This design comes from an exercise in tuning for small area, a short achievable clock period and few clock cycles per item on the open sky130 flow, not from production work.
RTL that was checked went through simulation tests only; none was proved equivalent to the original.
The RTL of run 5 was laid out without a check of its function.
No activity file was given, so power comes from the tool's default toggle rates.

[constraint.sdc]
create_clock -name core_clock -period 8.0 [get_ports {clk}]
set_input_delay 1.6000 -clock core_clock [delete_from_list [all_inputs] [get_ports {clk}]]
set_output_delay 1.6000 -clock core_clock [all_outputs]
set_load 0.01 [all_outputs]
[config.mk]
export PLATFORM = sky130hd
export DESIGN_NAME = custom_master_slave
export DESIGN_NICKNAME = custom_master_slave
export VERILOG_FILES = /design/flow/design.v
export SDC_FILE = /design/flow/constraint.sdc
export NUM_CORES = 4
export LEC_CHECK = 0
export CAP_MARGIN = 20
export CORE_MARGIN = 2
export CORE_UTILIZATION = 40
export PLACE_DENSITY = 0.6
export SETUP_SLACK_MARGIN = 5
export SLEW_MARGIN = 20
[design.v]
module lt8 (
	input  wire [7:0] a,
	input  wire [7:0] b,
	output wire       lt
);
	wire [8:0] c;
	assign c[0] = 1'b0;
	genvar i;
	generate
	for (i = 0; i < 8; i++) begin : ch
		assign c[i+1] = (~a[i] & b[i]) | (~a[i] & c[i]) | (b[i] & c[i]);
	end
	endgenerate
	assign lt = c[8];
endmodule
module minmax4 (
	input  wire [7:0] v0,
	input  wire [7:0] v1,
	input  wire [7:0] v2,
	input  wire [7:0] v3,
	output wire [7:0] mn,
	output wire [7:0] mx
);
	wire x01, x02, x03, x12, x13, x23;
	lt8 c01 (.a(v1), .b(v0), .lt(x01));
	lt8 c02 (.a(v2), .b(v0), .lt(x02));
	lt8 c03 (.a(v3), .b(v0), .lt(x03));
	lt8 c12 (.a(v2), .b(v1), .lt(x12));
	lt8 c13 (.a(v3), .b(v1), .lt(x13));
	lt8 c23 (.a(v3), .b(v2), .lt(x23));
	wire n0 = !x01 && !x02 && !x03;
	wire n1 =  x01 && !x12 && !x13;
	wire n2 =  x02 &&  x12 && !x23;
	wire n3 =  x03 &&  x13 &&  x23;
	wire m0 =  x01 &&  x02 &&  x03;
	wire m1 = !x01 &&  x12 &&  x13;
	wire m2 = !x02 && !x12 &&  x23;
	wire m3 = !x03 && !x13 && !x23;
	assign mn = ({8{n0}} & v0) | ({8{n1}} & v1) | ({8{n2}} & v2) | ({8{n3}} & v3);
	assign mx = ({8{m0}} & v0) | ({8{m1}} & v1) | ({8{m2}} & v2) | ({8{m3}} & v3);
endmodule
module custom_master_slave #(
	parameter MASTER_ADDRESSWIDTH = 28,
	parameter DATAWIDTH = 32
)
(
	input  logic clk,
	input  logic reset_n,
	input  logic [2:0] filter_sel,
	output logic [MASTER_ADDRESSWIDTH-1:0] master_address,
	output logic [DATAWIDTH-1:0] master_writedata,
	output logic master_write,
	output logic master_read,
	input  logic [DATAWIDTH-1:0] master_readdata,
	input  logic master_readdatavalid,
	input  logic master_waitrequest
);
localparam int D  = 5;                 
localparam int PW = 3;                 
localparam int H  = 6;                 
localparam int K  = H - 2;             
localparam int NS = (478 + K - 1) / K;               
localparam int LK = 478 - K * (NS - 1);              
localparam int SW = (NS > 127) ? 8 : 7;              
localparam logic [19:0] IN_BASE = 20'd307200;     
localparam logic [19:0] W_EDGE0 = 20'd641;        
logic running, inv, edge_m;
logic [19:0] maddr;                    
logic [23:0] wdata;
assign master_address   = {1'b1, 5'b00000, maddr, 2'b00};
assign master_writedata = {8'h00, wdata};
logic [19:0] raddr;
logic [2:0]  rj;                       
logic [9:0]  rc;                       
logic [8:0]  rr;                       
logic        rdone;
logic [PW:0] cnt;                      
logic [19:0] waddr;
logic [1:0]  wj;                       
logic [9:0]  wc;                       
logic [SW-1:0] ws;                       
logic [2:0]  aj;
logic [9:0]  ac;
logic [SW-1:0] as_;
logic [23:0] dl [0:2*H+2];             
logic        v0, v1;
logic [23:0] fmem [0:D-1];
logic [PW-1:0] fwp, frp;
logic [PW:0] fcnt;
logic go, want_w, r_prod, r_last, rd_ok, do_w, do_r;
logic r_jend, r_cend, w_jend, w_cend, w_lastst;
logic r_jend_q, r_cend_q, w_jend_q, w_cend_q, w_last_q;
assign r_jend   = r_jend_q;
assign r_cend   = r_cend_q;
assign w_lastst = w_last_q;
assign w_jend   = w_jend_q;
assign w_cend   = w_cend_q;
assign go     = !(master_read || master_write) || !master_waitrequest;
assign want_w = (fcnt != '0);
assign r_prod = inv || (rj >= 3'd2 && rc >= 10'd2 && !(rr == 9'(NS-1) && rj >= 3'(2+LK)));
assign r_last = r_cend && (inv ? (rr == 9'd479) : (rr == 9'(NS-1) && r_jend));
assign rd_ok  = running && !rdone && (!r_prod || cnt < D);
assign do_w   = go && want_w;
assign do_r   = go && !want_w && rd_ok;
logic [19:0] rinc, winc;
always_comb begin
	if (inv)               rinc = 20'd1;
	else if (!r_jend)      rinc = 20'd640;
	else if (!r_cend)      rinc = 20'd1 - 20'(640*(H-1));
	else                   rinc = -20'd1279;
	if (inv)               winc = 20'd1;
	else if (!w_jend)      winc = 20'd640;
	else if (!w_cend)      winc = w_lastst ? 20'd1 - 20'(640*(LK-1)) : 20'd1 - 20'(640*(K-1));
	else                   winc = 20'd3;
end
always_ff @(posedge clk) begin
	if (!reset_n) begin
		running <= 1'b0;
		inv     <= 1'b0;
		edge_m  <= 1'b0;
		master_read  <= 1'b0;
		master_write <= 1'b0;
		raddr <= IN_BASE;
		waddr <= W_EDGE0;
		rj <= 3'd0; rc <= 10'd0; rr <= 9'd0;
		rdone <= 1'b0;
		cnt <= '0;
		wj <= 2'd0; wc <= 10'd1; ws <= '0;
		r_jend_q <= 1'b0; r_cend_q <= 1'b0;
		w_jend_q <= 1'b0; w_cend_q <= 1'b0; w_last_q <= 1'b0;
		frp <= '0;
	end else begin
		if (!running) begin
			if (filter_sel != 3'b000) begin
				running <= 1'b1;
				edge_m  <= filter_sel[0];
				inv     <= !filter_sel[0] && !filter_sel[2];
				if (!filter_sel[0] && !filter_sel[2]) waddr <= 20'd0;
			end
		end
		if (go) begin
			master_write <= want_w;
			master_read  <= !want_w && rd_ok;
		end
		if (do_w) begin
			maddr <= waddr;
			wdata <= fmem[frp];
			frp   <= (frp == PW'(D-1)) ? '0 : frp + 1'b1;
			waddr <= waddr + winc;
			if (!w_jend) begin
				wj <= wj + 2'd1;
				w_jend_q <= (int'(wj) == (w_last_q ? LK : K) - 2);
			end else begin
				wj <= 2'd0;
				if (w_cend) begin
					wc <= 10'd1;
					w_cend_q <= 1'b0;
					ws <= ws + 1'b1;
					w_last_q <= (ws == SW'(NS-2));
					w_jend_q <= (ws == SW'(NS-2)) && (LK == 1);
				end else begin
					wc <= wc + 10'd1;
					w_cend_q <= (wc == 10'd637);
					w_jend_q <= w_last_q && (LK == 1);
				end
			end
		end
		if (do_r) begin
			maddr <= raddr;
			raddr <= raddr + rinc;
			if (inv || r_jend) begin
				rj <= 3'd0;
				r_jend_q <= 1'b0;
				if (r_cend) begin
					rc <= 10'd0;
					r_cend_q <= 1'b0;
					rr <= rr + 9'd1;
				end else begin
					rc <= rc + 10'd1;
					r_cend_q <= (rc == 10'd638);
				end
			end else begin
				rj <= rj + 3'd1;
				r_jend_q <= (rj == 3'(H-2));
			end
			if (r_last) rdone <= 1'b1;
		end
		cnt <= cnt + (PW+1)'(do_r && r_prod) - (PW+1)'(do_w);
	end
end
always_ff @(posedge clk) begin
	if (!reset_n) begin
		aj <= 3'd0; ac <= 10'd0; as_ <= '0;
		v0 <= 1'b0; v1 <= 1'b0;
	end else begin
		v0 <= master_readdatavalid && !inv && aj >= 3'd2 && ac >= 10'd2 && !(as_ == SW'(NS-1) && aj >= 3'(2+LK));
		v1 <= v0;
		if (master_readdatavalid) begin
			if (aj == 3'(H-1)) begin
				aj <= 3'd0;
				if (ac == 10'd639) begin ac <= 10'd0; as_ <= as_ + 1'b1; end
				else ac <= ac + 10'd1;
			end else aj <= aj + 3'd1;
		end
	end
end
always_ff @(posedge clk) begin
	if (master_readdatavalid) begin
		dl[0] <= master_readdata[31:8];
		for (int i = 1; i <= 2*H+2; i++) dl[i] <= dl[i-1];
	end
end
logic [7:0]  cq  [0:2];               
logic [7:0]  la  [0:2];               
logic [7:0]  lb  [0:2];               
logic [7:0]  ha  [0:2];               
logic [7:0]  hb  [0:2];               
genvar L;
generate
for (L = 0; L < 3; L++) begin : lane
	wire [7:0] c = dl[H+1][8*L+7:8*L];
	wire [7:0] lo_a, hi_a, lo_b, hi_b;
	minmax4 ga (.v0(dl[2*H+2][8*L+7:8*L]), .v1(dl[H+2][8*L+7:8*L]), .v2(dl[2][8*L+7:8*L]), .v3(dl[2*H+1][8*L+7:8*L]),
	            .mn(lo_a), .mx(hi_a));
	minmax4 gb (.v0(dl[1][8*L+7:8*L]), .v1(dl[2*H][8*L+7:8*L]), .v2(dl[H][8*L+7:8*L]), .v3(dl[0][8*L+7:8*L]),
	            .mn(lo_b), .mx(hi_b));
	wire [9:0] sum = ({2'b00, dl[H+2][8*L+7:8*L]} + {2'b00, dl[H][8*L+7:8*L]})
	               + ({2'b00, dl[2*H+1][8*L+7:8*L]} + {2'b00, dl[1][8*L+7:8*L]});
	always_ff @(posedge clk) begin
		cq[L] <= c;
		la[L] <= edge_m ? sum[7:0] : lo_a;
		lb[L] <= edge_m ? {6'b000000, sum[9:8]} : lo_b;
		ha[L] <= hi_a;
		hb[L] <= hi_b;
	end
end
endgenerate
logic [23:0] res, e_w, s_w;
generate
for (L = 0; L < 3; L++) begin : fin
	wire [10:0] t = {1'b0, cq[L], 2'b00} - {1'b0, lb[L][1:0], la[L]};
	assign e_w[8*L+7:8*L] = t[10] ? 8'h00 : (t[9] || t[8]) ? 8'hFF : t[7:0];
	wire p, q, cla, clb, hac, hbc;
	lt8 u0 (.a(lb[L]), .b(la[L]), .lt(p));      
	lt8 u1 (.a(ha[L]), .b(hb[L]), .lt(q));      
	lt8 u2 (.a(cq[L]), .b(la[L]), .lt(cla));
	lt8 u3 (.a(cq[L]), .b(lb[L]), .lt(clb));
	lt8 u4 (.a(ha[L]), .b(cq[L]), .lt(hac));
	lt8 u5 (.a(hb[L]), .b(cq[L]), .lt(hbc));
	wire above = hac && hbc;                    
	wire below = cla && clb;                    
	assign s_w[23-8*L:16-8*L] = ({8{above &&  q}} & hb[L]) | ({8{above && !q}} & ha[L])
	                          | ({8{below &&  p}} & lb[L]) | ({8{below && !p}} & la[L])
	                          | ({8{!above && !below}} & cq[L]);
end
endgenerate
assign res = edge_m ? e_w : s_w;
logic        push;
logic [23:0] pdata;
assign push  = inv ? master_readdatavalid : v1;
assign pdata = inv ? ~{master_readdata[15:8], master_readdata[23:16], master_readdata[31:24]} : res;
always_ff @(posedge clk) begin
	if (push) fmem[fwp] <= pdata;
end
always_ff @(posedge clk) begin
	if (!reset_n) begin
		fwp  <= '0;
		fcnt <= '0;
	end else begin
		if (push) fwp <= (fwp == PW'(D-1)) ? '0 : fwp + 1'b1;
		fcnt <= fcnt + (PW+1)'(push) - (PW+1)'(do_w);
	end
end
endmodule
[run.sh]
#!/bin/bash
# synth_recipe.tcl (not shown) runs the flow's synth.tcl, then flattens the netlist and writes it again
# the make line also repeats each setting of config.mk as NAME=value (left out here)
make -C /OpenROAD-flow-scripts/flow DESIGN_CONFIG=/design/flow/config.mk WORK_HOME=/design/flow/orfs CLKGATE_MAP_FILE= SYNTH_SCRIPT=/design/flow/synth_recipe.tcl finish
==> results.txt, run 1 <==
met2 GRT Util=33.0%; area of the multi-input gates=0.0199 mm2; DRT Pass-1 Iters=9; sequential area share after synthesis=51.5%; Placer Congestion=0.893; Sink Count=slightly below 800; Yosys cell types=108; CP max-delay cell=fa_1; Vias=a little over 30000; DR WL/cell=20.6 um; Stages on worst setup path=13; core area=0.0999 mm2; H-tree levels=3; Fin Hold WS=374 ps; Die ar.=between 0.1 and 0.15 mm2; Most common cell on crit path=o21ai_1; crit path cell chain=fa_1 -> fa_1 -> ha_2 -> inv_2 -> fa_2 -> nor2b_1 -> o21ai_1 -> a21boi_1 -> o21ai_1 -> nand2_1 -> and2_4 -> o21ai_1 -> o31a_1; CP bufs+invs=1; CP Class=flip-flop to flip-flop; placed wire-length estimate=71100 um; Setup WS pre-CTS=3740 ps; Synth Area in Adders=8.65%; cell area after synthesis=around 0.040 mm2; Layout Nets=4150; period utilisation layout=41.0%; Setup crit end=la[1][7]; CTS clk-pin slew, worst paths=60 ps; clock latency at the later pin of the worst-skew pair=670 ps; Ports=101; CP Capture Type=flip-flop; RSZ-0062 raised after global routing=true; filler instances=~8900; Max VDD drop=0.168 mV; Reg area=0.0208 mm2; global routing's busiest layer=met2; Slew HR=33.9%; Fin Clk Skew=24.8 ps; clk buf depth=3; largest family of logic cells by synthesized area=compound AO/OA/AOI/OAI gates; startpoint types=flip-flop; worst-margin pin slew=989 ps; vias in the first global route=29300; Post-Synth XOR/XNOR Area=2.33%; most frequent cells in the layout=edfxtp_1, nand2_1, inv_1; Iter 0 DRT Violations=2992; via/cell ratio=5.81; share of layout cells above drive strength 1=a little over a fifth; post-synthesis mux area share=2.69%; Die W=321 um; synth warn=13; input/output buffers=between 70 and 80; Initial Util=40.3%; max-slew violations=0; max incr delay on CP=530 ps; Reg-to-Reg End=la[1][7]; Final TNS setup=0 ps; syn avg cell area=roughly 11 um2; Pleak=18.0 nW; most common cell after layout, fill and taps aside=edfxtp_1; worst-path fanout max=2; die height=321 um; number of diodes=0; Routed WL=109000 um; met3 Use GR=under 10%; initial antenna violation count=1; Period minus WS final=approximately 3300 ps; Tot GR Track Use=20.5%; CP delay by family, top=adder cells; r2r worst-path depth=13; status=complete, no violations; grt ovf=0; Async S/R FF share, synth=0%; Post-synth EDFFs=about 520; min-delay src=dl[7][8]; Synth Area in Simple Gates=13.1%; Arr. time, crit path=approximately 3800 ps; CTS tree=yes; Max Cap Violations=0; DR DRC count=0; worst min path class=flip-flop to flip-flop; post-route setup slack=4720 ps; FF+latch count, synth=772; final core utilization=49.1%; Required @ worst endpoint=8530 ps; CTS root buf=clkbuf_16; R2R Setup Slk=4720 ps; Setup Viol. Count Final=0; post-synthesis cell count=3656; largest net degree at the start of global routing=between 100 and 150; Compound-Gate Fraction of Synth Area=17.7%; Final Hold Violating Endpoints=0; FP Rows=116; synth-to-layout area growth=21.8%; M1 GR Usage=28.7%; first-pass GRT wire length=168000 um; TritonCTS Buffers=86; worst r2r src=dl[1][9]; power per cell area=~270 mW/mm2; Critical path origin=dl[1][9]; Fmax=approximately 310 MHz; Post-DRT Antenna Nets=0; predominant post-synthesis flop cell=edfxtp_1
==> report_power, final <==
| group | switching (mW) | internal [mW] |
|---|---|---|
| Sequential | 0.496 | 4.81 |
| Clock | 1.67 | 2.28 |
| Combinational | 2.14 | 1.88 |
| Total | 4.31 | 8.97 |
==> how the worst min path moves through the flow <==
stage,to,slack (ps),cells after the start
CTS,cq[1][1],370,0
finish,cq[1][0],370,0
floorplan,cq[0][0],340,0
detailed placement,cq[0][0],350,0
global route,cq[1][0],380,0
global placement,cq[1][7],350,0
==> cell families after synthesis <==
family,after synthesis
flip-flops,772
other,2
buffers and inverters,409
AND/OR/NAND/NOR,1044
AO/OA/AOI/OAI,988
XOR/XNOR,107
multiplexers,74
adder cells (fa/ha/maj),260
==> sequential cells by signal, indices dropped and copies added (netlist names), 24 cells and up <==
name / cells
ha: 24
cq: 24
wdata: 24
hb: 24
fmem: 120
la: 24
dl: 360
lb: 24
==> area by class of cell <==
type / instances / area share, %
Clock buffer: 115 / 4.87
Clock inverter: 47 / 0.948
Inverter: 283 / 2.22
Multi-Input combinational cell: 2490 / 40.7
Sequential cell: 772 / 42.4
Tap cell: 1298 / 3.32
Timing Repair Buffer: 296 / 5.53
Timing Repair inverter: 1 / 0.0153
==> synthesized netlist by cell type, types with 78 or more instances <==
master    instances  area (um2)
dfxtp_1         248        4960
clkbuf_1         81         304
nand2_1         308        1160
o21ai_0         130         651
nor2b_1          78         488
nand3_1          81         405
nand2b_1         87         544
ha_1            130        1630
nor2_1          216         811
a21oi_1         201        1010
edfxtp_1        524       15700
inv_1           282        1060
==> timing repair <==
action                                  in CTS  in global routing
hold buffers                                 0                  0
resized for setup                          267                294
cloned                                       5                  1
pin swaps                                  102                163
buffers inserted                           116                 81
endpoints found under the setup margin     582                243
==> per-stage QoR <==
step	instance area (um2)	cells	total power, mW
after floorplan	40600	3670	7.51
after global placement	42500	4937	8.47
after detailed placement	42500	4937	8.50
after CTS	47100	5220	12.9
after global routing	49000	5302	13.9
final	49000	5302	13.3
==> layer usage <==
metal | up-vias | share of wire, %
li1 | 14400 | -
met1 | 15200 | 45
met2 | 1055 | 47
met3 | 191 | 5.9
met4 | 0 | 2.6
met5 | - | 0
Testbench counts, summed over its fixed seeds: cycles 7,757,106, pixels 2,751,384.
==> run 2: changes to the inputs <==
--- a/config.mk
+++ b/config.mk
@@ -13 +13,3 @@
 export SLEW_MARGIN = 20
+export SYNTH_HIERARCHICAL = 1
+export SYNTH_MINIMUM_KEEP_SIZE = 0
==> results.txt, run 2 <==
Pleak=17.8 nW (-0.83%); post-route setup slack=4820 ps (+95.1 ps); Ports=101 (unchanged); M1 wire length=49100 um (+0.38%); Fmax=314 MHz (+3.0%); Biggest register=dl; cell area after synthesis=0.0404 mm2 (+0.51%); Placer Congestion=0.908 (+1.8%); Arr. time, crit path=3690 ps (-110 ps); met3 wire length=6930 um (+7.9%); Post-synth EDFFs=524 (unchanged); Iter 0 DRT Violations=3009 (+0.57%); Die W=322 um (+0.25%); synth warn=19 (+6); WL met2=50100 um (-2.1%); clock share of power=31.0% (+1.2 points); Fin Hold WS=364 ps (-10.9 ps); Die ar.=0.104 mm2 (+0.50%); Yosys top cell area share=38.9% (-0.20 points); Max Cap Violations=0 (unchanged); largest net degree at the start of global routing=143 (-2.1%); TritonCTS Buffers=84 (-2.3%); Max VDD drop=0.195 mV (+16%); most common cell after layout, fill and taps aside=edfxtp_1; grt ovf=0 (unchanged); status=complete, no violations; power per cell area=273 mW/mm2 (+0.57%); CTS tree=yes; die height=322 um (+0.25%); Psw=4.21 mW (-2.5%); Initial Util=40.4% (+0.087 points); Top Registers=dl: 360 flops, fmem: 120 flops; CP max-delay cell=fa_1; FP Rows=116 (unchanged); CTS Hold Bufs=0 (unchanged); Yosys cell types=84 (-22%); Required @ worst endpoint=8510 ps (-20 ps); Tot GR Track Use=20.7% (+0.14 points); filler instances=9090 (+2.4%); synth-to-layout area growth=17.3%; Inst Count DP=4978 (+0.83%); max FFs per register=360 (unchanged); via/cell ratio=5.76 (-0.88%); worst min path class=flip-flop to flip-flop; Setup WS pre-CTS=3380 ps (-354 ps); Gate power share=27.5% (-2.8 points); clk buf depth=3 (unchanged); Sink Count=772 (unchanged); Layout Nets=4084 (-1.6%); Synth top cells by count=edfxtp_1, inv_1, a22oi_1; CTS root buf=clkbuf_16; period utilisation layout=39.8% (-1.2 points); Seq pwr share=41.5% (+1.6 points); CP Capture Type=flip-flop; dominant cell type by area after synthesis=edfxtp_1; DR WL/cell=21.0 um (+1.6%); max incr delay on CP=590 ps (+60 ps); startpoint types=flip-flop; predominant post-synthesis flop cell=edfxtp_1; Period minus WS final=3180 ps (-95.1 ps); first-pass GRT wire length=167000 um (-0.44%); fin area=0.0474 mm2 (-3.2%); area of the multi-input gates=0.0185 mm2 (-7.4%); most frequent cells in the layout=edfxtp_1, inv_1, a22oi_1; worst-path fanout max=2 (unchanged); vias in the first global route=28400 (-3.2%); Final Hold Violating Endpoints=0 (unchanged); switching share of power=32.5% (+0.065 points); Fin Clk Skew=32.9 ps (+8.10 ps); count leader, synth=edfxtp_1; worst-margin pin slew=965 ps (-23.2 ps); final core utilization=47.3% (-1.7 points); Routed WL=110000 um (+0.76%); clock latency at the later pin of the worst-skew pair=660 ps (about the same); P_int=8.72 mW (-2.8%); initial antenna violation count=1 (unchanged); CTS clk-pin slew, worst paths=60 ps (about the same); Slew HR=35.6% (+1.8 points); max-slew violations=0 (unchanged); Final TNS setup=0 ps (unchanged); placed wire-length estimate=71200 um (about the same); Vias=30300 (-1.7%); H-tree levels=3 (unchanged); total power draw=12.9 mW (-2.7%); sequential area share after synthesis=51.2% (-0.26 points); Async S/R FF share, synth=0% (unchanged); share of layout cells above drive strength 1=17.6% (-3.3 points); placed inst area=0.0427 mm2 (+0.39%); top sig layer=met4; syn avg cell area=11.0 um2 (-0.23%); DR DRC count=0 (unchanged); CP Class=flip-flop to flip-flop; Final Non-Filler Cells=5256 (-0.87%); DRT Pass-1 Iters=9 (unchanged); Post-DRT Antenna Nets=0 (unchanged); Reg area=0.0208 mm2 (about the same); Setup Viol. Count Final=0 (unchanged); post-synthesis cell count=3683 (+0.74%); core area=0.100 mm2 (+0.29%); FF+latch count, synth=772 (unchanged); crit path cell chain=fa_1 -> fa_1 -> ha_2 -> inv_2 -> fa_2 -> nor2b_2 -> o21ai_2 -> a21oi_2 -> o21a_1 -> o21a_1 -> o41a_1; input/output buffers=76 (unchanged); Synth area leaders=edfxtp_1, dfxtp_1, a22oi_1; RSZ-0062 raised after global routing=true; number of diodes=0 (unchanged)
run 2: cell count changes after synthesis, moves of 54 or more:
cell / change
inv_1: +77
o21ai_0: -70
inv_2: +54
a22oi_1: +266
clkinv_1: +55
nand2b_1: +80
nor3_1: +71
a21oi_1: -97
run 2: path summary, 6_finish.rpt:
kind	from	to	slack [ps]	cells after the start
max	dl[6][1]	lb[0][1]	4820	11
min	dl[7][8]	cq[1][0]	360	0
max reg2reg	dl[6][1]	lb[0][1]	4820	11
min reg2reg	dl[7][8]	cq[1][0]	360	0
run 2: metal layers:
layer  vias to the layer above  global-route usage [%]
li1                      14200                       -
met1                     14700                    29.1
met2                      1075                    32.6
met3                       234                    2.95
met4                         0                    6.96
met5                         -                       0
run 2: timing repair:
item / CTS / global route
setup endpoints to repair: 586 / 351
gates cloned: 6 / 2
setup buffers: 64 / 49
pin swaps: 39 / 72
resized for setup: 171 / 145
run 2: cell type report:
class | count | area share, %
repair buffers | 205 | 3.92
multi-input cells | 2354 | 38.9
well taps | 1298 | 3.43
clock inverters | 48 | 1.26
repair inverters | 1 | 0.0158
flip-flops and latches | 772 | 43.8
clock buffers | 109 | 4.85
inverters | 469 | 3.76
run 2: worst max-delay path, delay by kind of cell, from the launching register on:
family,cells,cell delay (ps)
AO/OA/AOI/OAI,5,990
AND/OR/NAND/NOR,1,50
flip-flops,1,500
adder cells (fa/ha/maj),4,1430
buffers and inverters,1,50
run 2: power by group through the flow:
stage / clock network (mW) / registers, mW / logic [mW]
2_1_floorplan: 0 / 5.21 / 2.35
3_3_place_gp: 0 / 5.47 / 3.06
3_5_place_dp: 0 / 5.47 / 3.09
4_1_cts: 4.11 / 5.35 / 3.29
5_1_grt: 4.26 / 5.41 / 3.93
6_report: 4.01 / 5.36 / 3.56
run 2: per-module statistics from Yosys, one instance, submodules excluded:
| module | copies in the design | cells | flip-flops and latches | cell area, um2 |
|---|---|---|---|---|
| custom_master_slave | 1 | 2243 | 772 | 31100 |
| minmax4 | 6 | 60 | 0 | 422 |
| lt8 | 54 | 20 | 0 | 125 |
run 2: logic make-up after synthesis:
| family | count (synthesis) | share of synthesized area, % |
|---|---|---|
| other | 2 | 0.0186 |
| and+or+nand+nor | 1046 | 13.5 |
| xor gates and xnor gates | 97 | 2.10 |
| AOI/OAI and AO/OA | 904 | 17.5 |
| buffers and inverters | 576 | 5.77 |
| adders and majority gates | 212 | 7.17 |
| muxes | 74 | 2.71 |
| DFF | 772 | 51.2 |
==> run 3: changes to the inputs <==
--- a/config.mk
+++ b/config.mk
@@ -10,2 +10,4 @@
 export CORE_UTILIZATION = 40
+export CTS_CLUSTER_DIAMETER = 100
+export CTS_CLUSTER_SIZE = 30
 export PLACE_DENSITY = 0.6
==> results.txt, run 3 <==
status=complete, no violations; Period minus WS final=3180 ps (+1.11 ps); Synth top cells by count=edfxtp_1, inv_1, a22oi_1; Post-synth EDFFs=524 (unchanged); Biggest register=dl; filler instances=9264 (+1.9%); Max VDD drop=0.165 mV (-15%); Fin Clk Skew=42.8 ps (+9.95 ps); total power draw=11.1 mW (-14%); grt ovf=0 (unchanged); sequential area share after synthesis=51.2% (unchanged); FP Rows=116 (unchanged); worst-path fanout max=2 (unchanged); Final TNS setup=0 ps (unchanged); Slew HR=36.9% (+1.3 points); clk buf depth=3 (unchanged); DR WL/cell=21.1 um (+0.56%); post-synthesis cell count=3683 (unchanged); Max Cap Violations=0 (unchanged); Fmax=314 MHz (about the same); Arr. time, crit path=3700 ps (about the same); Die ar.=0.104 mm2 (unchanged); Psw=3.83 mW (-8.8%); Setup crit end=la[0][7]; worst-margin pin slew=946 ps (-19.3 ps); Async S/R FF share, synth=0% (unchanged); Setup WS pre-CTS=3380 ps (unchanged); first-pass GRT wire length=164000 um (-1.9%); CP Capture Type=flip-flop; die height=322 um (unchanged); via/cell ratio=5.79 (+0.55%); P_int=7.30 mW (-16%); Routed WL=109000 um (-1.4%); H-tree levels=2 (-1); most common cell after layout, fill and taps aside=edfxtp_1; CP Class=flip-flop to flip-flop; Die W=322 um (unchanged); Reg-to-Reg End=la[0][7]; power per cell area=244 mW/mm2 (-10%); Synth area leaders=edfxtp_1, dfxtp_1, a22oi_1; Seq pwr share=48.0% (+6.5 points); final core utilization=45.5% (-1.9 points); fin area=0.0455 mm2 (-3.9%); Yosys cell types=84 (unchanged); input/output buffers=76 (unchanged); Layout Nets=4025 (-1.4%); count leader, synth=edfxtp_1; Vias=29800 (-1.4%); FF+latch count, synth=772 (unchanged); CTS root buf=clkbuf_16; synth-to-layout area growth=12.7%; Setup Viol. Count Final=0 (unchanged); Yosys top cell area share=38.9% (unchanged); DR DRC count=0 (unchanged); Iter 0 DRT Violations=2977 (-1.1%); R2R Setup Slk=4820 ps (about the same); worst r2r src=dl[6][1]; post-route setup slack=4820 ps (-1.11 ps); Post-DRT Antenna Nets=0 (unchanged); share of layout cells above drive strength 1=15.3% (-2.3 points); switching share of power=34.4% (+1.9 points); Ports=101 (unchanged); number of diodes=0 (unchanged); synth warn=19 (unchanged); area of the multi-input gates=0.0184 mm2 (-0.49%); r2r worst-path depth=12 (+1); Top Registers=dl: 360 flops, fmem: 120 flops; core area=0.100 mm2 (unchanged); Required @ worst endpoint=8520 ps (about the same); Placer Congestion=0.908 (unchanged); clock latency at the later pin of the worst-skew pair=610 ps (-50 ps); Sink Count=772 (unchanged); predominant post-synthesis flop cell=edfxtp_1; dominant cell type by area after synthesis=edfxtp_1; largest net degree at the start of global routing=143 (unchanged); Gate power share=31.4% (+3.9 points); max-slew violations=0 (unchanged); Final Hold Violating Endpoints=0 (unchanged); DRT Pass-1 Iters=9 (unchanged); placed inst area=0.0427 mm2 (unchanged); cell area after synthesis=0.0404 mm2 (unchanged); worst min path class=flip-flop to flip-flop; CTS clk-pin slew, worst paths=110 ps (+50 ps); startpoint types=flip-flop; Tot GR Track Use=20.2% (-0.49 points); RSZ-0062 raised after global routing=true; Initial Util=40.4% (unchanged); vias in the first global route=27700 (-2.5%); Critical path origin=dl[6][1]; Reg area=0.0208 mm2 (about the same); Pleak=17.0 nW (-4.9%); CTS tree=yes; max FFs per register=360 (unchanged); clock share of power=20.6% (-10 points); most frequent cells in the layout=edfxtp_1, inv_1, a22oi_1; initial antenna violation count=2 (+1); syn avg cell area=11.0 um2 (unchanged); period utilisation layout=39.8% (about the same); placed wire-length estimate=71200 um (unchanged); TritonCTS Buffers=35 (-58%); min-delay src=dl[7][5]
run 3: repair_timing:
action,CTS,global route
setup endpoints to repair,609,393
pin swaps,37,69
setup buffers,56,47
hold buffers,0,0
resized for setup,160,122
cloned,4,4
run 3: kinds of logic (layout without fill, tap and decap cells):
kind of cell               after synthesis  in the layout  share of synthesized area, %
AOI/OAI and AO/OA                      904            905                          17.5
xor gates and xnor gates                97             97                          2.10
adders and majority gates              212            212                          7.17
buffers and inverters                  576            729                          5.77
DFF                                    772            772                          51.2
muxes                                   74             74                          2.71
other                                    2             16                        0.0186
and+or+nand+nor                       1046           1050                          13.5
run 3: metrics by stage:
stage               instances  hold WS (ps)
floorplan                3697           343
global placement         4978           347
detailed placement       4978           352
CTS                      5102           375
global route             5153           386
finish                   5153           370
run 3: worst min-delay path by stage:
| stage | end | cells past startpoint |
|---|---|---|
| detailed placement | cq[0][0] | 0 |
| CTS | cq[0][5] | 0 |
| floorplan | cq[0][0] | 0 |
| finish | cq[0][5] | 0 |
| global placement | cq[1][4] | 0 |
| global route | cq[0][5] | 0 |
run 3: metal layers:
metal	track usage, %	wire [um]
met2	32.2	49700
met1	28.7	49100
met3	2.19	6250
met5	0	13
met4	6.39	3540
run 3: area by class of cell:
class,instances,area share (%)
flip-flops and latches,772,45.6
multi-input cells,2354,40.3
repair buffers,195,3.98
inverters,469,3.90
well taps,1298,3.57
clock buffers,51,2.17
clock inverters,13,0.423
repair inverters,1,0.0165
run 3: worst max-delay path, cell delays in order (launching register included):
cell,delay [ps]
edfxtp_1,520
fa_1,590
fa_1,430
ha_2,210
inv_2,60
fa_2,210
nor2b_2,50
o21ai_2,170
a21oi_2,90
o21a_1,190
o21a_1,200
buf_4,140
o31ai_4,240
run 3: per-module statistics from Yosys (local to each module, per instance):
module	cell area, um2	copies in the design
custom_master_slave	31100	1
lt8	125	54
minmax4	422	6
run 3: power groups by stage:
stage | clock network [mW] | registers, mW | logic [mW]
2_1_floorplan | 0 | 5.21 | 2.35
3_3_place_gp | 0 | 5.47 | 3.06
3_5_place_dp | 0 | 5.47 | 3.09
4_1_cts | 2.37 | 5.35 | 3.29
5_1_grt | 2.50 | 5.40 | 3.86
6_report | 2.29 | 5.35 | 3.49
==> run 4: changes to the inputs <==
--- a/config.mk
+++ b/config.mk
@@ -13,3 +13,3 @@
 export PLACE_DENSITY = 0.6
-export SETUP_SLACK_MARGIN = 5
+export SETUP_SLACK_MARGIN = 4.8
 export SLEW_MARGIN = 20
==> results.txt, run 4 <==
power per cell area=246 mW/mm2 (+0.56%); Yosys top cell area share=38.9% (unchanged); Synth top cells by count=edfxtp_1, inv_1, a22oi_1; most common cell after layout, fill and taps aside=edfxtp_1; post-synthesis mux area share=2.71% (unchanged); Iter 0 DRT Violations=3119 (+4.8%); worst-path fanout max=2 (unchanged); placed inst area=0.0426 mm2 (about the same); placed wire-length estimate=71500 um (+0.42%); Layout Nets=3983 (-1.0%); met3 Use GR=2.32% (+0.13 points); Top Registers=dl: 360 flops, fmem: 120 flops; Die W=322 um (unchanged); Ports=101 (unchanged); sequential area share after synthesis=51.2% (unchanged); M1 GR Usage=28.5% (-0.23 points); syn avg cell area=11.0 um2 (unchanged); Vias=29400 (-1.4%); CTS root buf=clkbuf_16; global routing's busiest layer=met2; predominant post-synthesis flop cell=edfxtp_1; Arr. time, crit path=3720 ps (+20 ps); Tot GR Track Use=20.3% (+0.15 points); Die ar.=0.104 mm2 (unchanged); number of diodes=0 (unchanged); DR WL/cell=21.0 um (-0.33%); Async S/R FF share, synth=0% (unchanged); first-pass GRT wire length=165000 um (+0.62%); vias in the first global route=27900 (+0.65%); post-synthesis cell count=3683 (unchanged); Compound-Gate Fraction of Synth Area=17.5% (unchanged); FF+latch count, synth=772 (unchanged); Slew HR=34.7% (-2.3 points); Synth Area in Adders=7.17% (unchanged); clock share of power=20.7% (about the same); Max VDD drop=0.172 mV (+4.1%); count leader, synth=edfxtp_1; clk buf depth=3 (unchanged); die height=322 um (unchanged); initial antenna violation count=1 (-1); Post-DRT Antenna Nets=0 (unchanged); worst min path class=flip-flop to flip-flop; max-slew violations=0 (unchanged); H-tree levels=2 (unchanged); Routed WL=107000 um (-1.2%); FP Rows=116 (unchanged); CTS tree=yes; Pleak=16.7 nW (-1.8%); Synth Area in Simple Gates=13.5% (unchanged); largest net degree at the start of global routing=161 (+13%); Fmax=309 MHz (-1.5%); grt ovf=0 (unchanged); TritonCTS Buffers=35 (unchanged); CP Class=flip-flop to flip-flop; status=complete, no violations; DRT Pass-1 Iters=8 (-1); fin area=0.0447 mm2 (-1.9%); Synth area leaders=edfxtp_1, dfxtp_1, a22oi_1; switching share of power=34.0% (-0.40 points); Final TNS setup=0 ps (unchanged); most frequent cells in the layout=edfxtp_1, inv_1, a22oi_1; Final Hold Violating Endpoints=0 (unchanged); Post-Synth XOR/XNOR Area=2.10% (unchanged); worst-margin pin slew=980 ps (+33.8 ps); Placer Congestion=0.905 (-0.40%); CTS clk-pin slew, worst paths=110 ps (about the same); CP Capture Type=flip-flop; P_int=7.25 mW (-0.76%); Gate power share=30.4% (-1.0 points); via/cell ratio=5.76 (-0.54%); clock latency at the later pin of the worst-skew pair=620 ps (about the same); Setup Viol. Count Final=0 (unchanged); Sink Count=772 (unchanged); RSZ-0062 raised after global routing=true; Fin Hold WS=371 ps (+1.32 ps); Required @ worst endpoint=8480 ps (-40 ps); met2 GRT Util=33.2% (+1.0 points); DR DRC count=0 (unchanged); share of layout cells above drive strength 1=12.1% (-3.3 points); synth warn=19 (unchanged); Initial Util=40.4% (unchanged); max FFs per register=360 (unchanged); cell area after synthesis=0.0404 mm2 (unchanged); Yosys cell types=84 (unchanged); Period minus WS final=3230 ps (+50.0 ps); input/output buffers=76 (unchanged); Fin Clk Skew=46.0 ps (+3.20 ps); synth-to-layout area growth=10.5%; largest family of logic cells by synthesized area=compound AO/OA/AOI/OAI gates; Post-synth EDFFs=524 (unchanged); Seq pwr share=48.8% (+0.8 points); Psw=3.74 mW (-2.5%); period utilisation layout=40.4% (+0.63 points); core area=0.100 mm2 (unchanged); startpoint types=flip-flop; Biggest register=dl; dominant cell type by area after synthesis=edfxtp_1; Max Cap Violations=0 (unchanged)
[run 4: cell counts after synthesis]
No cell type changed its count.
[run 4: kinds of logic after synthesis]
group           after synthesis
simple gates               1046
xor+xnor                     97
flops                       772
other cells                   2
buf+inv                     576
compound gates              904
fa+ha+maj                   212
mux                          74
[run 4: path summary, 6_finish.rpt]
path,start,end,slack [ps],cells past startpoint
setup / recovery,dl[6][1],lb[0][1],4770,11
hold reg to reg,dl[7][10],cq[1][2],370,0
setup reg to reg,dl[6][1],lb[0][1],4770,11
hold / removal,dl[7][10],cq[1][2],370,0
[run 4: what timing repair did]
action                     in CTS  in global routing
hold buffers                    0                  0
cloned                          3                  1
setup endpoints to repair     511                314
pin swaps                      14                 31
setup buffers                  43                 17
gates resized for setup        58                 62
[run 4: routing by layer]
layer | routed length (um) | part of all wire, %
met1 | 47800 | 45
met2 | 50000 | 47
met3 | 6680 | 6.2
met4 | 2800 | 2.6
met5 | 0 | 0
[run 4: modules after synthesis, one instance, submodules excluded]
module,flip-flops and latches,cells inside,copies in the design,area [um2]
custom_master_slave,772,2243,1,31100
lt8,0,20,54,125
minmax4,0,60,6,422
[run 4: area by class of cell]
class	instances	area [um2]
repair buffers	155	1420
clock buffers	52	1030
inverters	469	1770
repair inverters	1	7.51
fillers	9261	55500
multi-input cells	2352	17900
flip-flops and latches	772	20700
well taps	1298	1620
clock inverters	11	166
[run 4: critical path: stages, from the launching register on]
cell	delay, ps
edfxtp_1	520
fa_1	600
fa_1	430
ha_2	210
inv_1	70
fa_2	200
nor2b_1	50
o21ai_1	200
a21oi_1	120
o21a_1	190
o21a_1	190
o41a_1	350
[run 4: power groups by stage]
| stage | Sequential, mW | Clock, mW | Combinational (mW) |
|---|---|---|---|
| after floorplan | 5.21 | 0 | 2.34 |
| after global placement | 5.48 | 0 | 3.03 |
| after detailed placement | 5.48 | 0 | 3.07 |
| after CTS | 5.37 | 2.36 | 3.22 |
| after global routing | 5.42 | 2.48 | 3.71 |
| final | 5.36 | 2.28 | 3.34 |
[run 4: per-stage QoR]
step,utilization (%),power (mW),cells,setup slack [ps]
2_1_floorplan,-,7.55,3697,4290
3_3_place_gp,42.6,8.52,4983,3430
3_5_place_dp,42.6,8.55,4983,3370
4_1_cts,44.3,10.9,5092,4800
5_1_grt,44.6,11.6,5110,4690
6_report,44.6,11.0,5110,4770
==> run 5: changes to the inputs <==
--- a/design.v
+++ b/design.v
@@ -1,3 +1,3 @@
 module lt8 (
-	input  wire [7:0] a,
+	input  wire [7:0] an,
 	input  wire [7:0] b,
@@ -10,3 +10,3 @@
 	for (i = 0; i < 8; i++) begin : ch
-		assign c[i+1] = (~a[i] & b[i]) | (~a[i] & c[i]) | (b[i] & c[i]);
+		assign c[i+1] = (an[i] & b[i]) | (an[i] & c[i]) | (b[i] & c[i]);
 	end
@@ -23,9 +23,12 @@
 );
+	wire [7:0] v1n = ~v1;
+	wire [7:0] v2n = ~v2;
+	wire [7:0] v3n = ~v3;
 	wire x01, x02, x03, x12, x13, x23;
-	lt8 c01 (.a(v1), .b(v0), .lt(x01));
-	lt8 c02 (.a(v2), .b(v0), .lt(x02));
-	lt8 c03 (.a(v3), .b(v0), .lt(x03));
-	lt8 c12 (.a(v2), .b(v1), .lt(x12));
-	lt8 c13 (.a(v3), .b(v1), .lt(x13));
-	lt8 c23 (.a(v3), .b(v2), .lt(x23));
+	lt8 c01 (.an(v1n), .b(v0), .lt(x01));
+	lt8 c02 (.an(v2n), .b(v0), .lt(x02));
+	lt8 c03 (.an(v3n), .b(v0), .lt(x03));
+	lt8 c12 (.an(v2n), .b(v1), .lt(x12));
+	lt8 c13 (.an(v3n), .b(v1), .lt(x13));
+	lt8 c23 (.an(v3n), .b(v2), .lt(x23));
 	wire n0 = !x01 && !x02 && !x03;
@@ -63,3 +66,2 @@
 localparam int LK = 478 - K * (NS - 1);              
-localparam int SW = (NS > 127) ? 8 : 7;              
 localparam logic [19:0] IN_BASE = 20'd307200;     
@@ -80,6 +82,5 @@
 logic [9:0]  wc;                       
-logic [SW-1:0] ws;                       
 logic [2:0]  aj;
 logic [9:0]  ac;
-logic [SW-1:0] as_;
+logic        a_last;                   
 logic [23:0] dl [0:2*H+2];             
@@ -127,3 +128,3 @@
 		cnt <= '0;
-		wj <= 2'd0; wc <= 10'd1; ws <= '0;
+		wj <= 2'd0; wc <= 10'd1;
 		r_jend_q <= 1'b0; r_cend_q <= 1'b0;
@@ -157,5 +158,4 @@
 					w_cend_q <= 1'b0;
-					ws <= ws + 1'b1;
-					w_last_q <= (ws == SW'(NS-2));
-					w_jend_q <= (ws == SW'(NS-2)) && (LK == 1);
+					w_last_q <= (rr == 9'(NS-1));
+					w_jend_q <= (rr == 9'(NS-1)) && (LK == 1);
 				end else begin
@@ -192,6 +192,6 @@
 	if (!reset_n) begin
-		aj <= 3'd0; ac <= 10'd0; as_ <= '0;
+		aj <= 3'd0; ac <= 10'd0; a_last <= 1'b0;
 		v0 <= 1'b0; v1 <= 1'b0;
 	end else begin
-		v0 <= master_readdatavalid && !inv && aj >= 3'd2 && ac >= 10'd2 && !(as_ == SW'(NS-1) && aj >= 3'(2+LK));
+		v0 <= master_readdatavalid && !inv && aj >= 3'd2 && ac >= 10'd2 && !(a_last && aj >= 3'(2+LK));
 		v1 <= v0;
@@ -200,3 +200,3 @@
 				aj <= 3'd0;
-				if (ac == 10'd639) begin ac <= 10'd0; as_ <= as_ + 1'b1; end
+				if (ac == 10'd639) begin ac <= 10'd0; a_last <= (rr == 9'(NS-1)); end
 				else ac <= ac + 10'd1;
@@ -242,10 +242,13 @@
 	assign e_w[8*L+7:8*L] = t[10] ? 8'h00 : (t[9] || t[8]) ? 8'hFF : t[7:0];
-	wire p, q, cla, clb, hac, hbc;
-	lt8 u0 (.a(lb[L]), .b(la[L]), .lt(p));      
-	lt8 u1 (.a(ha[L]), .b(hb[L]), .lt(q));      
-	lt8 u2 (.a(cq[L]), .b(la[L]), .lt(cla));
-	lt8 u3 (.a(cq[L]), .b(lb[L]), .lt(clb));
-	lt8 u4 (.a(ha[L]), .b(cq[L]), .lt(hac));
-	lt8 u5 (.a(hb[L]), .b(cq[L]), .lt(hbc));
-	wire above = hac && hbc;                    
+	wire [7:0] cqn = ~cq[L];
+	wire [7:0] lbn = ~lb[L];
+	wire [7:0] han = ~ha[L];
+	wire p, q, cla, clb, cha, chb;
+	lt8 u0 (.an(lbn), .b(la[L]), .lt(p));       
+	lt8 u1 (.an(han), .b(hb[L]), .lt(q));       
+	lt8 u2 (.an(cqn), .b(la[L]), .lt(cla));     
+	lt8 u3 (.an(cqn), .b(lb[L]), .lt(clb));     
+	lt8 u4 (.an(cqn), .b(ha[L]), .lt(cha));     
+	lt8 u5 (.an(cqn), .b(hb[L]), .lt(chb));     
+	wire above = !cha && !chb;                  
 	wire below = cla && clb;                    
--- a/config.mk
+++ b/config.mk
@@ -13,3 +13,3 @@
 export PLACE_DENSITY = 0.6
-export SETUP_SLACK_MARGIN = 4.8
+export SETUP_SLACK_MARGIN = 5
 export SLEW_MARGIN = 20
==> results.txt, run 5 <==
syn avg cell area=11.3 um2 (+2.8%); Iter 0 DRT Violations=3667 (+18%); status=complete, no violations; largest net degree at the start of global routing=146 (-9.3%); filler instances=8803 (-4.9%); Post-synth EDFFs=524 (unchanged); share of layout cells above drive strength 1=15.9% (+3.8 points); CTS clk-pin slew, worst paths=100 ps (about the same); count leader, synth=edfxtp_1; DR WL/cell=21.0 um (about the same); synth warn=19 (unchanged); sequential area share after synthesis=52.9% (+1.7 points); Die ar.=0.0991 mm2 (-4.3%); most common cell after layout, fill and taps aside=edfxtp_1; area of the multi-input gates=0.0173 mm2 (-3.7%); H-tree levels=2 (unchanged); Ports=101 (unchanged); post-synthesis mux area share=2.82% (+0.11 points); Synth top cells by count=edfxtp_1, inv_1, nand2_1; Fmax=309 MHz (about the same); Async S/R FF share, synth=0% (unchanged); core area=0.0963 mm2 (-3.9%); worst-margin pin slew=968 ps (-11.3 ps); initial antenna violation count=2 (+1); input/output buffers=76 (unchanged); post-route setup slack=4770 ps (+0.0700 ps); Synth area leaders=edfxtp_1, dfxtp_1, a22oi_1; post-synthesis cell count=3427 (-7.0%); Arr. time, crit path=3720 ps (about the same); clk buf depth=3 (unchanged); CTS tree=yes; predominant post-synthesis flop cell=edfxtp_1; Die W=315 um (-2.2%); Max VDD drop=0.128 mV (-26%); period utilisation layout=40.4% (about the same); Setup WS pre-CTS=3570 ps (+199 ps); Post-DRT Antenna Nets=0 (unchanged); largest family of logic cells by synthesized area=compound AO/OA/AOI/OAI gates; Synth Area in Simple Gates=11.2% (-2.3 points); Sink Count=759 (-1.7%); startpoint types=flip-flop; Final Hold Violating Endpoints=0 (unchanged); Fin Clk Skew=61.1 ps (+15.1 ps); synth-to-layout area growth=14.0%; Pleak=16.5 nW (-1.2%); Required @ worst endpoint=8480 ps (about the same); CTS root buf=clkbuf_16; cell area after synthesis=0.0387 mm2 (-4.4%); most frequent cells in the layout=edfxtp_1, inv_1, nand2_1; Final Non-Filler Cells=4914 (-3.8%); DRT Pass-1 Iters=10 (+2); vias in the first global route=26900 (-3.6%); worst min path class=flip-flop to flip-flop; Synth Area in Adders=6.01% (-1.2 points); Reg area=0.0205 mm2 (-1.1%); Top Registers=dl: 360 flops, fmem: 120 flops; Vias=28900 (-1.7%); FP Rows=114 (-1.7%); Slew HR=35.4% (+0.75 points); Period minus WS final=3230 ps (-0.0700 ps); max-slew violations=0 (unchanged); max FFs per register=360 (unchanged); Critical path origin=dl[1][1]; CTS Hold Bufs=0 (unchanged); Inst Count DP=4716 (-5.4%); FF+latch count, synth=759 (-1.7%); Layout Nets=3804 (-4.5%); die height=315 um (-2.2%); Compound-Gate Fraction of Synth Area=20.0% (+2.6 points); Yosys top cell area share=40.7% (+1.8 points); placed wire-length estimate=68100 um (-4.7%); Final TNS setup=0 ps (unchanged); Setup Viol. Count Final=0 (unchanged); Biggest register=dl; Max Cap Violations=0 (unchanged); power per cell area=252 mW/mm2 (+2.6%); final core utilization=45.8% (+1.1 points); TritonCTS Buffers=35 (unchanged); Fin Hold WS=374 ps (+2.24 ps); Post-Synth XOR/XNOR Area=2.06% (-0.039 points); worst-path fanout max=2 (unchanged); CP Capture Type=flip-flop; CP Class=flip-flop to flip-flop; dominant cell type by area after synthesis=edfxtp_1; RSZ-0062 raised after global routing=true; Placer Congestion=0.888 (-1.9%); grt ovf=0 (unchanged); worst r2r src=dl[1][1]; via/cell ratio=5.89 (+2.3%); Initial Util=40.1% (-0.22 points); DR DRC count=0 (unchanged); first-pass GRT wire length=157000 um (-4.6%); Routed WL=103000 um (-3.8%); Yosys cell types=83 (-1.2%); Tot GR Track Use=20.1% (-0.20 points); clock latency at the later pin of the worst-skew pair=630 ps (about the same); min-delay src=dl[7][6]
[run 5: where the power goes]
part	internal, mW	switching, mW
Sequential	4.76	0.517
Combinational	1.61	1.99
Clock	0.929	1.30
[run 5: timing repair]
| action | 4_1_cts | 5_1_grt |
|---|---|---|
| endpoints found under the setup margin | 428 | 172 |
| cloned | 4 | 2 |
| setup buffers | 74 | 53 |
| resized for setup | 153 | 143 |
| pin swaps | 27 | 66 |
[run 5: worst paths after layout]
check	end	slack, ps	cells past startpoint
max	la[0][7]	4770	12
min	cq[0][6]	370	0
max reg2reg	la[0][7]	4770	12
min reg2reg	cq[0][6]	370	0
[run 5: per-layer routing]
| layer | global-route usage [%] | up-vias | share of wire, % |
|---|---|---|---|
| li1 | - | 13500 | - |
| met3 | 3.18 | 140 | 7.6 |
| met1 | 28.9 | 14200 | 45 |
| met4 | 5.34 | 0 | 2.3 |
| met5 | 0 | - | 0 |
| met2 | 31.6 | 1165 | 45 |
[run 5: layout make-up]
class	count	area share (%)
sequential	759	46.6
antenna	1	0.00568
clock inverter	15	0.435
clock buffer	49	2.25
tap	1276	3.62
timing repair buffer	229	4.74
multi-input combinational	2218	39.2
inverter	366	3.19
timing repair inverter	1	0.0170
[run 5: cell families after synthesis]
group,count (synthesis)
AOI/OAI and AO/OA,974
xor gates and xnor gates,91
adders and majority gates,155
buffers and inverters,466
DFF,759
muxes,73
other,2
and+or+nand+nor,907
[run 5: per-module statistics from Yosys (local to each module, per instance)]
module / copies in the design / cell area (um2) / cells inside / flip-flops and latches
custom_master_slave: 1 / 30500 / 2221 / 759
lt8: 54 / 93.8 / 13 / 0
minmax4: 6 / 512 / 84 / 0
[run 5: metrics by stage]
step | power (mW) | instance area, um2
after floorplan | 7.49 | 39000
final | 11.1 | 44000
after CTS | 11.0 | 43100
after global routing | 11.7 | 44000
after detailed placement | 8.49 | 41000
after global placement | 8.46 | 41000
[run 5: worst max-delay path, stage by stage, from the launching register on]
cell,delay [ps]
edfxtp_1,490
fa_1,540
fa_1,510
ha_2,200
inv_2,40
fa_2,340
nor2b_2,130
o21ai_2,70
a21oi_2,160
o21a_1,150
nor2_1,50
xnor2_1,150
mux2_4,280
==> run 6: changes to the inputs <==
--- a/design.v
+++ b/design.v
@@ -226,9 +226,9 @@
 	            .mn(lo_b), .mx(hi_b));
-	wire [9:0] sum = ({2'b00, dl[H+2][8*L+7:8*L]} + {2'b00, dl[H][8*L+7:8*L]})
-	               + ({2'b00, dl[2*H+1][8*L+7:8*L]} + {2'b00, dl[1][8*L+7:8*L]});
+	wire [8:0] s1 = {1'b0, dl[H+2][8*L+7:8*L]} + {1'b0, dl[H][8*L+7:8*L]};
+	wire [8:0] s2 = {1'b0, dl[2*H+1][8*L+7:8*L]} + {1'b0, dl[1][8*L+7:8*L]};
 	always_ff @(posedge clk) begin
 		cq[L] <= c;
-		la[L] <= edge_m ? sum[7:0] : lo_a;
-		lb[L] <= edge_m ? {6'b000000, sum[9:8]} : lo_b;
-		ha[L] <= hi_a;
+		la[L] <= edge_m ? s1[7:0] : lo_a;
+		lb[L] <= edge_m ? s2[7:0] : lo_b;
+		ha[L] <= edge_m ? {6'b000000, s2[8], s1[8]} : hi_a;
 		hb[L] <= hi_b;
@@ -240,3 +240,3 @@
 for (L = 0; L < 3; L++) begin : fin
-	wire [10:0] t = {1'b0, cq[L], 2'b00} - {1'b0, lb[L][1:0], la[L]};
+	wire [10:0] t = {1'b0, cq[L], 2'b00} - {2'b00, ha[L][0], la[L]} - {2'b00, ha[L][1], lb[L]};
 	assign e_w[8*L+7:8*L] = t[10] ? 8'h00 : (t[9] || t[8]) ? 8'hFF : t[7:0];
==> results.txt, run 6 <==
status=complete, no violations; RSZ-0062 raised after global routing=true; Tot GR Track Use=19.8% (-0.29 points); CTS Hold Bufs=0 (unchanged); Slew HR=32.4% (-3.0 points); Final Hold Violating Endpoints=0 (unchanged); Biggest register=dl; dominant cell type by area after synthesis=edfxtp_1; first-pass GRT wire length=157000 um (-0.18%); CTS clk-pin slew, worst paths=110 ps (about the same); FP Rows=114 (unchanged); post-synthesis cell count=3521 (+2.7%); Routed WL=103000 um (-0.23%); DRT Pass-1 Iters=7 (-3); via/cell ratio=5.87 (-0.34%); Fin Clk Skew=40.6 ps (-20.5 ps); number of diodes=0 (-1); die height=317 um (+0.71%); placed inst area=0.0414 mm2 (+1.2%); vias in the first global route=27300 (+1.5%); Max Cap Violations=0 (unchanged); worst-path fanout max=8 (+6); Async S/R FF share, synth=0% (unchanged); Setup Viol. Count Final=0 (unchanged); Required @ worst endpoint=8360 ps (-120 ps); Vias=29000 (+0.10%); syn avg cell area=11.1 um2 (-1.3%); Die ar.=0.101 mm2 (+1.4%); count leader, synth=edfxtp_1; Synth top cells by count=edfxtp_1, inv_1, nand2_1; max FFs per register=360 (unchanged); Critical path origin=lb[2][2]; synth-to-layout area growth=12.6%; synth warn=19 (unchanged); DR DRC count=0 (unchanged); Sink Count=759 (unchanged); Max VDD drop=0.148 mV (+16%); CP Capture Type=flip-flop; clock latency at the later pin of the worst-skew pair=610 ps (-20 ps); TritonCTS Buffers=36 (+2.9%); Final TNS setup=0 ps (unchanged); most common cell after layout, fill and taps aside=edfxtp_1; Die W=317 um (+0.71%); worst-margin pin slew=1010 ps (+45.1 ps); fin area=0.0442 mm2 (+0.28%); Initial Util=40.4% (+0.28 points); sequential area share after synthesis=52.1% (-0.76 points); Placer Congestion=0.894 (+0.69%); clk buf depth=3 (unchanged); H-tree levels=2 (unchanged); power per cell area=264 mW/mm2 (+4.9%); input/output buffers=76 (unchanged); Synth area leaders=edfxtp_1, dfxtp_1, a22oi_1; most frequent cells in the layout=edfxtp_1, inv_1, nand2_1; CTS tree=yes; cell area after synthesis=0.0392 mm2 (+1.5%); Pleak=16.6 nW (+0.90%); Arr. time, crit path=3510 ps (-210 ps); Ports=101 (unchanged); Post-synth EDFFs=524 (unchanged); grt ovf=0 (unchanged); startpoint types=flip-flop; Fmax=318 MHz (+2.7%); share of layout cells above drive strength 1=14.6% (-1.3 points); Yosys top cell area share=40.1% (-0.58 points); FF+latch count, synth=759 (unchanged); Iter 0 DRT Violations=3447 (-6.0%); worst min path class=flip-flop to flip-flop; period utilisation layout=39.3% (-1.1 points); DR WL/cell=20.9 um (-0.68%); placed wire-length estimate=68700 um (+0.97%); Period minus WS final=3150 ps (-84.2 ps); CTS root buf=clkbuf_16; min-delay src=dl[7][18]; initial antenna violation count=1 (-1); largest net degree at the start of global routing=154 (+5.5%); CP Class=flip-flop to flip-flop; Top Registers=dl: 360 flops, fmem: 120 flops; Post-DRT Antenna Nets=0 (unchanged); Yosys cell types=76 (-8.4%); predominant post-synthesis flop cell=edfxtp_1; worst r2r src=lb[2][2]; max-slew violations=0 (unchanged); Fin Hold WS=374 ps (+0.0950 ps); final core utilization=45.5% (-0.21 points); core area=0.0970 mm2 (+0.74%); total power draw=11.7 mW (+5.2%); Layout Nets=3834 (+0.79%)
==> run 6: critical path: stages, from the launching register on <==
cell,delay [ps]
dfxtp_2,380
inv_2,50
fa_1,470
ha_1,290
a21o_1,170
a21oi_2,180
o21bai_2,120
a2111oi_4,380
or2_4,230
o41ai_4,80
buf_6,180
buf_4,140
a21oi_4,160
nand2_4,100
==> run 6: metal layers <==
| metal | part of all wire [%] | track usage [%] | up-vias |
|---|---|---|---|
| met5 | 0 | 0 | - |
| li1 | - | - | 13700 |
| met3 | 6.4 | 2.58 | 161 |
| met4 | 2.9 | 6.34 | 0 |
| met2 | 47 | 32.1 | 1093 |
| met1 | 44 | 27.7 | 14000 |
==> run 6: worst paths after layout <==
kind | endpoint | slack, ps | depth (start not counted)
worst max-delay path | fmem[1][19] | 4850 | 13
worst min-delay path | cq[2][2] | 370 | 0
worst max register to register | fmem[1][19] | 4850 | 13
worst min register to register | cq[2][2] | 370 | 0
==> run 6: where the power goes <==
part | switching, mW | total (mW) | internal, mW
logic | 2.24 | 4.04 | 1.80
registers | 0.531 | 5.30 | 4.77
clock network | 1.32 | 2.34 | 1.02
==> run 6: layout make-up <==
type,count,area [um2]
Sequential cell,759,20500
Fill cell,8951,52800
Multi-Input combinational cell,2300,17800
Clock inverter,18,282
Timing Repair Buffer,161,1510
Clock buffer,48,988
Inverter,374,1440
Tap cell,1276,1600
==> run 6: through the flow <==
step / cells / worst slack, ps
2_1_floorplan: 3535 / 4830
3_3_place_gp: 4798 / 3740
3_5_place_dp: 4798 / 3720
4_1_cts: 4904 / 4830
5_1_grt: 4936 / 4790
6_report: 4936 / 4850
==> run 6: Yosys stat by module, one instance, submodules excluded <==
module               flops+latches  cells  copies in the design  cell area [um2]
custom_master_slave            759   2315                     1            31100
lt8                              0     13                    54             93.8
minmax4                          0     84                     6              512
==> run 6: repair_timing <==
action / 4_1_cts / 5_1_grt
setup endpoints to repair: 332 / 185
gates resized for setup: 203 / 119
buffers inserted: 36 / 32
pin swaps: 52 / 62
cloned: 4 / 0
==> run 6: kinds of logic after synthesis <==
group	count (synthesis)	share of synthesized area [%]
AO/OA/AOI/OAI	1012	20.2
AND/OR/NAND/NOR	901	11.0
buffers and inverters	479	5.01
XOR/XNOR	113	2.52
other	2	0.0192
flip-flops	759	52.1
adder cells (fa/ha/maj)	163	5.83
multiplexers	92	3.31
Testbench counts of run 6, summed over its fixed seeds: cycles 7,757,106, pixels 2,751,384.
==> run 7: changes to the inputs <==
--- a/design.v
+++ b/design.v
@@ -226,9 +226,20 @@
 	            .mn(lo_b), .mx(hi_b));
-	wire [8:0] s1 = {1'b0, dl[H+2][8*L+7:8*L]} + {1'b0, dl[H][8*L+7:8*L]};
-	wire [8:0] s2 = {1'b0, dl[2*H+1][8*L+7:8*L]} + {1'b0, dl[1][8*L+7:8*L]};
+	wire [10:0] e0 = {1'b0, c, 2'b00};
+	wire [10:0] e1 = ~{3'b000, dl[H+2][8*L+7:8*L]};
+	wire [10:0] e2 = ~{3'b000, dl[H][8*L+7:8*L]};
+	wire [10:0] e3 = ~{3'b000, dl[2*H+1][8*L+7:8*L]};
+	wire [10:0] e4 = ~{3'b000, dl[1][8*L+7:8*L]};
+	wire [10:0] p1 = e0 ^ e1 ^ e2;
+	wire [10:0] g1 = (e0 & e1) | (e0 & e2) | (e1 & e2);
+	wire [10:0] q1 = {g1[9:0], 1'b0};
+	wire [10:0] p2 = p1 ^ q1 ^ e3;
+	wire [10:0] g2 = (p1 & q1) | (p1 & e3) | (q1 & e3);
+	wire [10:0] q2 = {g2[9:0], 1'b0};
+	wire [10:0] es = p2 ^ q2 ^ e4;                                   
+	wire [9:0]  ec = ((p2 & q2) | (p2 & e4) | (q2 & e4)) & 10'h3FF;   
 	always_ff @(posedge clk) begin
 		cq[L] <= c;
-		la[L] <= edge_m ? s1[7:0] : lo_a;
-		lb[L] <= edge_m ? s2[7:0] : lo_b;
-		ha[L] <= edge_m ? {6'b000000, s2[8], s1[8]} : hi_a;
+		la[L] <= edge_m ? es[7:0] : lo_a;
+		lb[L] <= edge_m ? ec[7:0] : lo_b;
+		ha[L] <= edge_m ? {es[10:8], ec[9:8], 3'b000} : hi_a;
 		hb[L] <= hi_b;
@@ -240,3 +251,3 @@
 for (L = 0; L < 3; L++) begin : fin
-	wire [10:0] t = {1'b0, cq[L], 2'b00} - {2'b00, ha[L][0], la[L]} - {2'b00, ha[L][1], lb[L]};
+	wire [10:0] t = {ha[L][7:5], la[L]} + {ha[L][4:3], lb[L], 1'b0} + 11'd4;
 	assign e_w[8*L+7:8*L] = t[10] ? 8'h00 : (t[9] || t[8]) ? 8'hFF : t[7:0];
--- a/config.mk
+++ b/config.mk
@@ -9,6 +9,6 @@
 export CORE_MARGIN = 2
-export CORE_UTILIZATION = 40
+export CORE_UTILIZATION = 50
 export CTS_CLUSTER_DIAMETER = 100
 export CTS_CLUSTER_SIZE = 30
-export PLACE_DENSITY = 0.6
+export PLACE_DENSITY = 0.75
 export SETUP_SLACK_MARGIN = 5
==> results.txt, run 7 <==
power per cell area=253 mW/mm2 (-4.2%); CTS tree=yes; post-route setup slack=5000 ps (+153 ps); count leader, synth=edfxtp_1; Top Registers=dl: 360 flops, fmem: 120 flops; sequential area share after synthesis=51.6% (-0.49 points); status=complete, no violations; Tot GR Track Use=23.3% (+3.5 points); Placer Congestion=0.958 (+7.2%); startpoint types=flip-flop; Post-synth EDFFs=524 (unchanged); H-tree levels=2 (unchanged); initial antenna violation count=0 (-1); Synth area leaders=edfxtp_1, dfxtp_1, inv_1; FF+latch count, synth=759 (unchanged); FP Rows=103 (-9.6%); crit path cell chain=ha_1 -> ha_1 -> nor2b_2 -> o21a_1 -> o31a_1 -> o41ai_2 -> xnor2_1 -> buf_4 -> and2_4 -> a21o_4; Yosys cell types=86 (+13%); Sink Count=759 (unchanged); DRT Pass-1 Iters=10 (+3); Most common cell on crit path=ha_1; synth warn=19 (unchanged); most common cell after layout, fill and taps aside=edfxtp_1; grt ovf=0 (unchanged); Required @ worst endpoint=8350 ps (about the same); Arr. time, crit path=3340 ps (-170 ps); CP Capture Type=flip-flop; Synth top cells by count=edfxtp_1, inv_1, nand2_1; worst min path class=flip-flop to flip-flop; Final TNS setup=0 ps (unchanged); predominant post-synthesis flop cell=edfxtp_1; post-synthesis cell count=3536 (+0.43%); die height=285 um (-10%); Layout Nets=3844 (+0.26%); via/cell ratio=6.22 (+6.0%); Fmax=334 MHz (+5.1%); CTS clk-pin slew, worst paths=110 ps (about the same); Biggest register=dl; DR DRC count=0 (unchanged); Max Cap Violations=0 (unchanged); cell area after synthesis=0.0396 mm2 (+0.95%); max FFs per register=360 (unchanged); Period minus WS final=3000 ps (-153 ps); Ports=101 (unchanged); max incr delay on CP=380 ps (-90 ps); worst-margin pin slew=952 ps (-61.7 ps); most frequent cells in the layout=edfxtp_1, inv_1, nand2_1; worst-path fanout max=6 (-2); number of diodes=0 (unchanged); dominant cell type by area after synthesis=edfxtp_1; DR WL/cell=20.9 um (about the same); syn avg cell area=11.2 um2 (+0.52%); CTS root buf=clkbuf_16; input/output buffers=76 (unchanged); Iter 0 DRT Violations=4099 (+19%); final core utilization=55.4% (+9.8 points); vias in the first global route=27400 (+0.32%); CP Class=flip-flop to flip-flop; RSZ-0062 raised after global routing=true; Vias=29200 (+0.75%); largest net degree at the start of global routing=81 (-47%); Die ar.=0.0814 mm2 (-19%); clk buf depth=3 (unchanged); synth-to-layout area growth=10.2%; Routed WL=97900 um (-4.9%); share of layout cells above drive strength 1=11.3% (-3.3 points); Max VDD drop=0.166 mV (+12%); TritonCTS Buffers=34 (-5.6%); Slew HR=36.5% (+4.1 points); Die W=285 um (-10%); core area=0.0787 mm2 (-19%); Final Hold Violating Endpoints=0 (unchanged); placed wire-length estimate=66200 um (-3.7%); Post-DRT Antenna Nets=0 (unchanged); Setup Viol. Count Final=0 (unchanged); Fin Clk Skew=43.7 ps (+3.06 ps); Yosys top cell area share=39.7% (-0.38 points); Setup WS pre-CTS=3620 ps (-95.6 ps); Initial Util=50.3% (+9.8 points); clock latency at the later pin of the worst-skew pair=610 ps (about the same); max-slew violations=0 (unchanged); Async S/R FF share, synth=0% (unchanged); period utilisation layout=37.4% (-1.9 points); Pleak=16.9 nW (+1.9%); first-pass GRT wire length=153000 um (-2.8%); CP max-delay cell=dfxtp_2
## run 7: changes by cell type after synthesis, moves of 18 or more
cell,previous run,this run
a21oi_1,122,92
a22oi_1,224,201
fa_1,33,66
inv_1,373,468
mux2_2,61,39
mux2i_1,7,40
nand2_1,329,307
nor2_1,249,267
o21ai_0,80,54
xnor2_1,60,34
## run 7: path summary, 6_finish.rpt
check	startpoint	end	slack, ps	cells after the start
min	dl[7][23]	cq[2][7]	390	0
max reg2reg	la[0][4]	fmem[0][7]	5000	10
max	la[0][4]	fmem[0][7]	5000	10
min reg2reg	dl[7][23]	cq[2][7]	390	0
## run 7: area by class of cell
class                      count  area (um2)
multi-input combinational   2217       17600
clock inverter                11         141
sequential                   759       20500
tap                         1050        1310
fill                        6514       35100
clock buffer                  50         942
inverter                     471        1800
timing repair buffer         133        1300
timing repair inverter         1        7.51
## run 7: stage by stage
step	cells	power, mW	area, um2	hold slack [ps]
after floorplan	3550	7.59	39900	365
after global placement	4589	8.50	41500	379
after detailed placement	4589	8.57	41500	383
after CTS	4676	10.9	43100	391
after global routing	4692	11.6	43600	396
final	4692	11.0	43600	388
## run 7: critical path: cells and delay by family, from the launching register on
family	cells	cell delay [ps]
and+or+nand+nor	2	360
DFF	1	380
AOI/OAI and AO/OA	4	1100
xor gates and xnor gates	1	100
buffers and inverters	1	160
adders and majority gates	2	630
## run 7: kinds of logic (layout without fill, tap and decap cells)
| kind of cell | after synthesis | after routing | share of synthesized area, % |
|---|---|---|---|
| other | 2 | 16 | 0.0190 |
| AO/OA/AOI/OAI | 963 | 964 | 19.5 |
| flip-flops | 759 | 759 | 51.6 |
| buffers and inverters | 577 | 666 | 5.96 |
| XOR/XNOR | 76 | 76 | 1.68 |
| AND/OR/NAND/NOR | 868 | 870 | 10.5 |
| adder cells (fa/ha/maj) | 188 | 188 | 7.19 |
| multiplexers | 103 | 103 | 3.49 |
## run 7: layer usage
| layer | GRT usage, % | vias to the layer above | share of wire [%] |
|---|---|---|---|
| li1 | - | 13500 | - |
| met1 | 33.0 | 14200 | 43 |
| met2 | 37.7 | 1294 | 47 |
| met3 | 2.98 | 190 | 7.3 |
| met4 | 7.03 | 0 | 2.7 |
| met5 | 0 | - | 0 |
## run 7: modules after synthesis, one instance, submodules excluded
module	cell area [um2]	copies in the design	flops+latches	cells
custom_master_slave	31500	1	759	2330
minmax4	512	6	0	84
lt8	93.8	54	0	13
## run 7: report_power, final
group / switching (mW) / internal, mW
clock: 1.27 / 0.873
sequential: 0.547 / 4.76
combinational: 2.01 / 1.59
total: 3.82 / 7.22
## run 7: what timing repair did
item | in CTS | in global routing
buffers inserted | 20 | 16
gates resized for setup | 143 | 79
hold buffers | 0 | 0
pin swaps | 21 | 22
hold endpoints to repair | 0 | 0
setup endpoints to repair | 568 | 298
cloned | 6 | 0
Testbench counts of run 7, summed over its fixed seeds: cycles 7,757,106, pixels 2,751,384.

## re-timing with driven ports
How much do the figures lean on ideal ports? The routed layouts below were timed once more, with nothing changed but the port constraints. Step 1 sets driving cells, clkbuf_16 on the clock port and buf_2 on the other inputs (assumed; they add their load-dependent delay and slew). Step 2 also shifts input and output timing later by t, the mid clock arrival at the registers, as if the neighbouring blocks saw the same clock. Three values: ideal ports, drivers, drivers and shift; two values: the first two.
run	t (ns)	setup WS [ns]
run 1	0.730	4.724 / 4.724 / 4.344
run 2	0.710	4.819 / 4.819 / 4.246
run 3	0.659	4.818 / 4.818 / 4.268
run 4	0.657	4.768 / 4.768 / 4.189
run 5	0.668	4.768 / 4.768 / 4.449
run 6	0.653	4.852 / 4.852 / 4.427
run 7	0.659	5.005 / 4.998 / 4.435
After both steps every run listed still meets setup and hold.
